Context: an optimization exercise on an open-source flow, tuned for small area. The choices shown serve that exercise and are no tape-out recipe. The RTL was checked by simulation tests, not by an equivalence proof against the original design. Power and IR drop assume default switching activity.

Design Sdram_Control, start of the top module:
module Sdram_Control (
		RESET_N, CLK,
		WR1_ADDR, WR1_MAX_ADDR, WR1_LENGTH, WR1_LOAD,
		WR1_FIFO_Q, WR1_FIFO_RUSEDW, WR1_FIFO_RDREQ,
		RD1_ADDR, RD1_MAX_ADDR, RD1_LENGTH, RD1_LOAD,
		RD1_FIFO_DATA, RD1_FIFO_WRREQ, RD1_FIFO_WUSEDW,
		SA, BA, CS_N, CKE, RAS_N, CAS_N, WE_N,
		DQ_IN, DQ_OUT, DQ_OE, DQM
);
For scale: about 1000 cells after synthesis, roughly 230 flip-flops, about 230 I/O pins, roughly 12000 sq um of cells after synthesis.
export LEC_CHECK = 0
export CAP_MARGIN = 20
export CORE_MARGIN = 2
export CORE_UTILIZATION = 40
export SLEW_MARGIN = 20
create_clock -name core_clock -period 10.0 [get_ports {CLK}]
standard.sh (not shown) runs the stock make flow with config.mk's settings and CLKGATE_MAP_FILE= SYNTH_SCRIPT=/design/flow/synth_recipe.tcl, a recipe that flattens the netlist after the stock synthesis.
==> flow/flow/run.sh <==
#!/bin/bash
# Standard ORFS layout; the port buffers use the smallest buffer cell.
set -euo pipefail
bash standard.sh finish 'BUFFER_PORTS_ARGS=-buffer_cell sky130_fd_sc_hd__buf_1' > standard_make.log 2>&1
==> next run, changes <==
==> flow/run.sh (new file) <==
#!/bin/bash
# synth_recipe.tcl (not shown) runs the flow's synth.tcl, then flattens the netlist and writes it again
# the make line also repeats each setting of config.mk as NAME=value (left out here)
make -C /OpenROAD-flow-scripts/flow DESIGN_CONFIG=/design/flow/config.mk WORK_HOME=/design/flow/orfs CLKGATE_MAP_FILE= SYNTH_SCRIPT=/design/flow/synth_recipe.tcl finish
--- a/flow/config.mk
+++ b/flow/config.mk
@@ -10,0 +11 @@
+export CTS_BUF_LIST = sky130_fd_sc_hd__clkbuf_4
removed: flow/flow/run.sh
removed: flow/standard.sh
Hold slack loses 0.0042 ns.
Setup slack got worse by 0.051 ns.
Power falls by a few percent.
Non-clock buffer count stays the same.
Via count increases by a few percent.
Clock power came out lower by roughly a tenth.
Wire length went up by a few percent.
Flip-flop and latch count stays the same.
==> next run, changes <==
--- a/flow/config.mk
+++ b/flow/config.mk
@@ -11 +10,0 @@
-export CTS_BUF_LIST = sky130_fd_sc_hd__clkbuf_4
- maximum frequency is about the same
- die area is unchanged
- power grows by 3.0%


Another version of the RTL of Sdram_Control (not shown whole).
For scale: about 960 cells after synthesis, about 230 I/O pins.
Settings: LEC_CHECK=0, CAP_MARGIN=20, CORE_MARGIN=2, CORE_UTILIZATION=40, SLEW_MARGIN=20; clock period 10.0 ns.
==> flow/flow/run.sh <==
#!/bin/bash
set -euo pipefail
bash standard.sh finish 'BUFFER_PORTS_ARGS=-buffer_cell sky130_fd_sc_hd__buf_1' 'CTS_ARGS=-sink_clustering_enable -repair_clock_nets -sink_clustering_size 28 -sink_clustering_max_diameter 160 -dont_use_dummy_load -root_buf sky130_fd_sc_hd__clkbuf_4 -tree_buf sky130_fd_sc_hd__clkbuf_8 -sink_clustering_buffer sky130_fd_sc_hd__clkbuf_16' > standard_make.log 2>&1
The baseline finished clean.
Next try:
==> flow/flow/run.sh (replaced) <==
#!/bin/bash
# Standard ORFS layout with three changes to how it is made:
#  - synthesis maps with an area-oriented ABC script (flow/abc_area.script);
#    everything before ABC, and so every register, is the standard synthesis;
#  - the port buffers use the smallest buffer cell;
#  - clock tree sinks are clustered into fewer, larger clusters, without dummy loads.
set -euo pipefail
rm -rf scripts_abc
cp -r "$FLOW_HOME/scripts" scripts_abc
cp flow/abc_area.script scripts_abc/abc_speed.script
bash standard.sh finish \
  "SCRIPTS_DIR=$PWD/scripts_abc" \
  'BUFFER_PORTS_ARGS=-buffer_cell sky130_fd_sc_hd__buf_1' \
  'CTS_ARGS=-sink_clustering_enable -repair_clock_nets -sink_clustering_size 28 -sink_clustering_max_diameter 160 -dont_use_dummy_load' \
  > standard_make.log 2>&1
==> flow/flow/abc_area.script (new file) <==
strash
&get -n
&st
&deepsyn -T 120 -t
&dch -f
&nf -a -R 1000
&put
Effect:
- The new run finished with timing, DRC and antenna clean
- count of clock-buffer cells in the layout does not change
- worst setup slack gains 0.13 ns
- non-clock buffer count increases by 2
- via count decreases by a few percent
- cell area decreases by a few percent
- global-route usage increases by 1.0 points
- total power decreases by a few percent
- fmax increases slightly
- sequential power barely changes
- clock power increases by roughly a tenth


Sdram_Control, a different RTL version from the one above (not shown whole).
For scale: roughly 230 I/O pins, roughly 9000 um^2 of cells after synthesis.
==> flow/config.mk <==
export PLATFORM = sky130hd
export DESIGN_NAME = Sdram_Control
export DESIGN_NICKNAME = Sdram_Control
export VERILOG_FILES = /design/flow/design.v
export SDC_FILE = /design/flow/constraint.sdc
export NUM_CORES = 8
export LEC_CHECK = 0
export CAP_MARGIN = 20
export CORE_MARGIN = 2
export CORE_UTILIZATION = 70
export SLEW_MARGIN = 20
==> flow/constraint.sdc <==
create_clock -name core_clock -period 10.0 [get_ports {CLK}]
set_input_delay 2.0000 -clock core_clock [delete_from_list [all_inputs] [get_ports {CLK}]]
set_output_delay 2.0000 -clock core_clock [all_outputs]
set_load 0.01 [all_outputs]
==> flow/flow/run.sh <==
#!/bin/bash
# Standard ORFS layout with three changes to how it is made:
#  - synthesis maps with an area-oriented ABC script (flow/abc_area.script);
#    everything before ABC, and so every register, is the standard synthesis;
#  - the port buffers use the smallest buffer cell;
#  - clock tree sinks are clustered into fewer, larger clusters, without dummy loads.
set -euo pipefail
rm -rf scripts_abc
cp -r "$FLOW_HOME/scripts" scripts_abc
cp flow/abc_area.script scripts_abc/abc_speed.script
bash standard.sh finish \
  "SCRIPTS_DIR=$PWD/scripts_abc" \
  'BUFFER_PORTS_ARGS=-buffer_cell sky130_fd_sc_hd__buf_1' \
  'CTS_ARGS=-sink_clustering_enable -repair_clock_nets -sink_clustering_size 28 -sink_clustering_max_diameter 160 -dont_use_dummy_load -root_buf sky130_fd_sc_hd__clkbuf_4 -tree_buf sky130_fd_sc_hd__clkbuf_8 -sink_clustering_buffer sky130_fd_sc_hd__clkbuf_16' \
  > standard_make.log 2>&1
==> flow/flow/abc_area.script <==
strash
&get -n
&st
&deepsyn -T 120 -t
&dch -f
&nf -a -R 1000
&put
Rerun with:
CORE_UTILIZATION = 55   (was 70)
After rerunning: The changed run completed without violations; total power fell by 0.38%; cell count rose by 3.8%; maximum frequency fell by 3.0%; sequential power hardly moves; core utilization fell by 16 points; synthesized cell count is unchanged; setup slack gets worse by 0.25 ns.


Sdram_Control, a different RTL version from the one above (not shown whole).
Size in the first run: ~900 cells after synthesis, ~230 I/O pins, ~0.010 mm2 of cells after synthesis.
Settings: LEC_CHECK=0, CAP_MARGIN=20, CORE_MARGIN=2, CORE_UTILIZATION=40, SLEW_MARGIN=20; clock period 10.0 ns.
==> flow/flow/run.sh <==
#!/bin/bash
set -euo pipefail
bash standard.sh finish 'BUFFER_PORTS_ARGS=-buffer_cell sky130_fd_sc_hd__buf_1' 'CTS_ARGS=-sink_clustering_enable -repair_clock_nets -sink_clustering_size 24 -sink_clustering_max_diameter 90 -dont_use_dummy_load' > standard_make.log 2>&1
Rerun with:
==> flow/flow/run.sh (replaced) <==
#!/bin/bash
# Standard ORFS layout; the port buffers use the smallest buffer cell.
set -euo pipefail
bash standard.sh finish 'BUFFER_PORTS_ARGS=-buffer_cell sky130_fd_sc_hd__buf_1' > standard_make.log 2>&1
- CTS_CLUSTER_DIAMETER: unset -> 80
- CTS_CLUSTER_SIZE: unset -> 20
=> Via count is higher by 0.53%; maximum frequency stays flat; non-clock buffer count does not change; final cell count is higher by 0.79%; area after synthesis stays the same; count of clock-buffer cells in the layout is higher by 8.
Rerun with:
==> flow/flow/run.sh (replaced) <==
#!/bin/bash
set -euo pipefail
bash standard.sh finish 'BUFFER_PORTS_ARGS=-buffer_cell sky130_fd_sc_hd__buf_1' 'CTS_ARGS=-sink_clustering_enable -repair_clock_nets -sink_clustering_size 30 -sink_clustering_max_diameter 160 -dont_use_dummy_load' > standard_make.log 2>&1
- CTS_CLUSTER_DIAMETER: 80 -> unset
- CTS_CLUSTER_SIZE: 20 -> unset
Non-clock buffer count is unchanged. Setup slack gets worse by 16 ps. Clock-buffer cell count falls by 11. Via count falls by about 0.6%.
Rerun with:
==> flow/flow/run.sh (replaced) <==
#!/bin/bash
# Standard ORFS layout; the port buffers use the smallest buffer cell.
set -euo pipefail
bash standard.sh finish 'BUFFER_PORTS_ARGS=-buffer_cell sky130_fd_sc_hd__buf_1' > standard_make.log 2>&1
- CTS_CLUSTER_DIAMETER: unset -> 60
- CTS_CLUSTER_SIZE: unset -> 26
Effect:
- sequential power is about the same
- routed wire length went up by 1.7%
- synthesized area stays the same


## run 1
Another version of the RTL of Sdram_Control (not shown whole).
Size in the first run: about 200 flip-flops, about 8600 um^2 of cells after synthesis.
clock: 10.0 ns
lec_check: 0
cap_margin: 20
core_margin: 2
core_utilization: 85
slew_margin: 20
==> flow/flow/run.sh <==
#!/bin/bash
# Standard ORFS layout with these changes to how it is made:
#  - synthesis maps with an area-oriented ABC script (flow/abc_area.script) and
#    leaves adders to ABC instead of mapping them to adder cells first; the rest
#    of synthesis, and so every register, is the standard synthesis's;
#  - the port buffers use the smallest buffer cell;
#  - the clock tree clusters its sinks into fewer, larger clusters, without
#    dummy loads, and uses a small root buffer.
set -euo pipefail
rm -rf scripts_abc
cp -r "$FLOW_HOME/scripts" scripts_abc
cp flow/abc_area.script scripts_abc/abc_speed.script
bash standard.sh finish \
  "SCRIPTS_DIR=$PWD/scripts_abc" \
  'ADDER_MAP_FILE=' \
  'BUFFER_PORTS_ARGS=-buffer_cell sky130_fd_sc_hd__buf_1' \
  'CTS_ARGS=-sink_clustering_enable -repair_clock_nets -sink_clustering_size 28 -sink_clustering_max_diameter 160 -dont_use_dummy_load -root_buf sky130_fd_sc_hd__clkbuf_4 -tree_buf sky130_fd_sc_hd__clkbuf_8 -sink_clustering_buffer sky130_fd_sc_hd__clkbuf_16' \
  > standard_make.log 2>&1
==> flow/flow/abc_area.script <==
strash
&get -n
&st
&deepsyn -T 120 -t
&put
dch -f
amap -m -F 4 -A 8
Run 1 did not finish: a tool error stopped it during 3_3_place_gp.
The following lists how run 2 was set up differently from run 1:
- CORE_UTILIZATION: 85 -> 70
-- flow/flow/run.sh --
<<< run 1, line 16
  'BUFFER_PORTS_ARGS=-buffer_cell sky130_fd_sc_hd__buf_1' \
  'CTS_ARGS=-sink_clustering_enable -repair_clock_nets -sink_clustering_size 28 -sink_clustering_max_diameter 160 -dont_use_dummy_load -root_buf sky130_fd_sc_hd__clkbuf_4 -tree_buf sky130_fd_sc_hd__clkbuf_8 -sink_clustering_buffer sky130_fd_sc_hd__clkbuf_16' \
  > standard_make.log 2>&1
>>> run 2, line 16
  'BUFFER_PORTS_ARGS=-buffer_cell sky130_fd_sc_hd__buf_1' \
  'CTS_ARGS=-sink_clustering_enable -repair_clock_nets -sink_clustering_size 28 -sink_clustering_max_diameter 120 -dont_use_dummy_load -buf_list sky130_fd_sc_hd__clkbuf_16 -root_buf sky130_fd_sc_hd__clkbuf_4' \
  > standard_make.log 2>&1
==> notes.md <==
The synthesized cell count was comparable across run 2 and run 1.
Run 1 → run 2: number of unique standard cell types used by synthesis held, number of cell rows went up by 11%.
Run 2 | status: complete | timing, DRC, antenna: pass
The following lists how run 3 was set up differently from run 2:
==> flow/flow/run.sh <==
#!/bin/bash
# Standard ORFS layout with three changes to how it is made:
#  - synthesis maps with an area-oriented ABC script (flow/abc_area.script);
#    everything before ABC, and so every register, is the standard synthesis;
#  - the port buffers use the smallest buffer cell;
#  - clock tree sinks are clustered into fewer, larger clusters, without dummy loads.
set -euo pipefail
rm -rf scripts_abc
cp -r "$FLOW_HOME/scripts" scripts_abc
cp flow/abc_area.script scripts_abc/abc_speed.script
bash standard.sh finish \
  "SCRIPTS_DIR=$PWD/scripts_abc" \
  'BUFFER_PORTS_ARGS=-buffer_cell sky130_fd_sc_hd__buf_1' \
  'CTS_ARGS=-sink_clustering_enable -repair_clock_nets -sink_clustering_size 28 -sink_clustering_max_diameter 160 -dont_use_dummy_load -root_buf sky130_fd_sc_hd__clkbuf_4 -tree_buf sky130_fd_sc_hd__clkbuf_8 -sink_clustering_buffer sky130_fd_sc_hd__clkbuf_16' \
  > standard_make.log 2>&1
==> flow/flow/abc_area.script <==
strash
&get -n
&st
&deepsyn -T 120 -t
&dch -f
&nf -a -p -C 32 -F 8 -A 8 -R 1000
&put
### Flow results
Run 3 vs run 2: area growth from synthesis to layout down in run 3. Summary of run 3 over run 2: half-perimeter wire length of the detailed placement result now sits higher, number of cells in the finished layout apart from fillers now sits lower, combinational power share now sits higher. [compare] base=run 2 new=run 3: placer congestion estimate now sits higher, wire length of the first global-routing pass now smaller, worst-case vdd ir drop shrank by 14%, switching power of the nets saw an increase. Run 3 gives more die footprint than run 2 did. Run 3 — total standard cell area after synthesis about 5% higher, run 2 as reference.
Relative to run 3, the following input files were edited for run 4:
==> flow/flow/run.sh <==
#!/bin/bash
# Standard ORFS layout with these changes to how it is made:
#  - synthesis maps with an area-oriented ABC script (flow/abc_area.script) and
#    leaves adders to ABC instead of mapping them to adder cells first; the rest
#    of synthesis, and so every register, is the standard synthesis's;
#  - the port buffers use the smallest buffer cell;
#  - the clock tree clusters its sinks into fewer, larger clusters, without
#    dummy loads, and uses a small root buffer.
set -euo pipefail
rm -rf scripts_abc
cp -r "$FLOW_HOME/scripts" scripts_abc
cp flow/abc_area.script scripts_abc/abc_speed.script
bash standard.sh finish \
  "SCRIPTS_DIR=$PWD/scripts_abc" \
  'ADDER_MAP_FILE=' \
  'BUFFER_PORTS_ARGS=-buffer_cell sky130_fd_sc_hd__buf_1' \
  'CTS_ARGS=-sink_clustering_enable -repair_clock_nets -sink_clustering_size 25 -sink_clustering_max_diameter 100 -dont_use_dummy_load -buf_list sky130_fd_sc_hd__clkbuf_16 -root_buf sky130_fd_sc_hd__clkbuf_4' \
  > standard_make.log 2>&1
==> flow/flow/abc_area.script <==
strash
&get -n
&st
&deepsyn -T 120 -t
&put
dch -f
amap -m -F 4 -A 8
Results
Compared with run 3, in run 4 sequential power has decreased; total global routing track utilization now larger; part of the power in combinational logic has decreased; mean instance size in the synthesized netlist moved down.
Looking at instance count of the mapped netlist across run 3 and run 4, the one that comes out higher is run 4.
Run 4 vs. run 3: share of the final layout cell area in multi-input gates went down by 4.9 points.
Setup changes, run 4 to run 5
-- flow/flow/run.sh --
<<< run 4, line 16
  'BUFFER_PORTS_ARGS=-buffer_cell sky130_fd_sc_hd__buf_1' \
  'CTS_ARGS=-sink_clustering_enable -repair_clock_nets -sink_clustering_size 25 -sink_clustering_max_diameter 100 -dont_use_dummy_load -buf_list sky130_fd_sc_hd__clkbuf_16 -root_buf sky130_fd_sc_hd__clkbuf_4' \
  > standard_make.log 2>&1
>>> run 5, line 16
  'BUFFER_PORTS_ARGS=-buffer_cell sky130_fd_sc_hd__buf_1' \
  'CTS_ARGS=-sink_clustering_enable -repair_clock_nets -sink_clustering_size 28 -sink_clustering_max_diameter 160 -dont_use_dummy_load -root_buf sky130_fd_sc_hd__clkbuf_4 -tree_buf sky130_fd_sc_hd__clkbuf_8 -sink_clustering_buffer sky130_fd_sc_hd__clkbuf_16' \
  > standard_make.log 2>&1
==> notes.md <==
Global routing met2 resource utilization sits lower in run 5 than in run 4.
From run 4 to run 5 the numbers moved as follows: final worst slack saw an increase, headroom to the max-slew limit dropped 0.91 points, total number of vias shrank by 94, antenna diode count was more or less identical.
When run 5 is measured against run 4, its total length of routed wires turns out about 5% lower.
Looking at post-route clock period utilization, run 5 sits 2.1 points below run 4.
Taking run 4 as the reference, in run 5 total power moved down, global-route total usage across every layer shrank by 1.4 points.
#### Input delta (run 6 over run 5)
- PLACE_DENSITY now 0.9, previously not set
==> comparison <==
- | design area | run 5 vs run 6 | ≈ equal |
- Going from run 5 to run 6, share of layout cells above drive strength 1 grows by 0.18 points.
- Part of the Yosys area used for sequential elements across run 6 and run 5: no real change.
- Row critical path arrival: run 6 higher / run 5 lower
- Run 6 and run 5 ended up with nearly the same sequential share of layout area.
- Comparing run 6 and run 5, the lower worst slack at placement is on run 6.
- Diff run 5 -> run 6: via density per instance moved up, non-clock buffer count rose by 2, final cell count shows no meaningful change.

[what the ideal ports hide]
The results above use ideal ports. As a check the final layouts listed here were re-extracted and re-timed, cells and wires unchanged.
Step 1, drivers: a clkbuf_16 drives CLK and a buf_2 each remaining input, both assumed.
Step 2, shift: input delay + t, output delay - t, t = (earliest + latest rising clock arrival at the registers) / 2. This alone moves slack from input paths to output paths.
Three values: no drivers, after step 1, after step 2; two values: the first two.
run | t, ns | setup WS [ns] | worst setup path after step 2
the first run of note 1 | 0.571 | 3.953 / 3.953 / 3.953 | register to register
the second run of note 1 | 0.727 | 3.902 / 3.902 / 3.902 | register to register
the third run of note 1 | 0.558 | 3.916 / 3.916 / 3.916 | register to register
the first run of note 2 | 0.616 | 2.219 / 2.219 / 2.219 | register to register
the second run of note 2 | 0.488 | 2.352 / 2.352 / 2.352 | register to register
the first run of note 3 | 0.625 | 1.956 / 1.956 / 1.956 | register to register
the second run of note 3 | 0.627 | 1.706 / 1.706 / 1.706 | register to register
the first run of note 4 | 0.507 | 1.098 / 1.098 / 1.098 | register to register
the second run of note 4 | 0.515 | 1.078 / 1.078 / 1.078 | register to register
the third run of note 4 | 0.493 | 1.062 / 1.062 / 1.062 | register to register
the fourth run of note 4 | 0.554 | 1.072 / 1.072 / 1.072 | register to register
run 2 | 0.778 | 2.784 / 2.784 / 2.784 | register to register
run 3 | 0.637 | 1.906 / 1.906 / 1.906 | register to register
run 4 | 0.778 | 2.784 / 2.784 / 2.784 | register to register
run 5 | 0.625 | 2.991 / 2.991 / 2.991 | register to register
run 6 | 0.650 | 2.032 / 2.032 / 2.032 | register to register
After both steps every run listed still meets setup and hold.
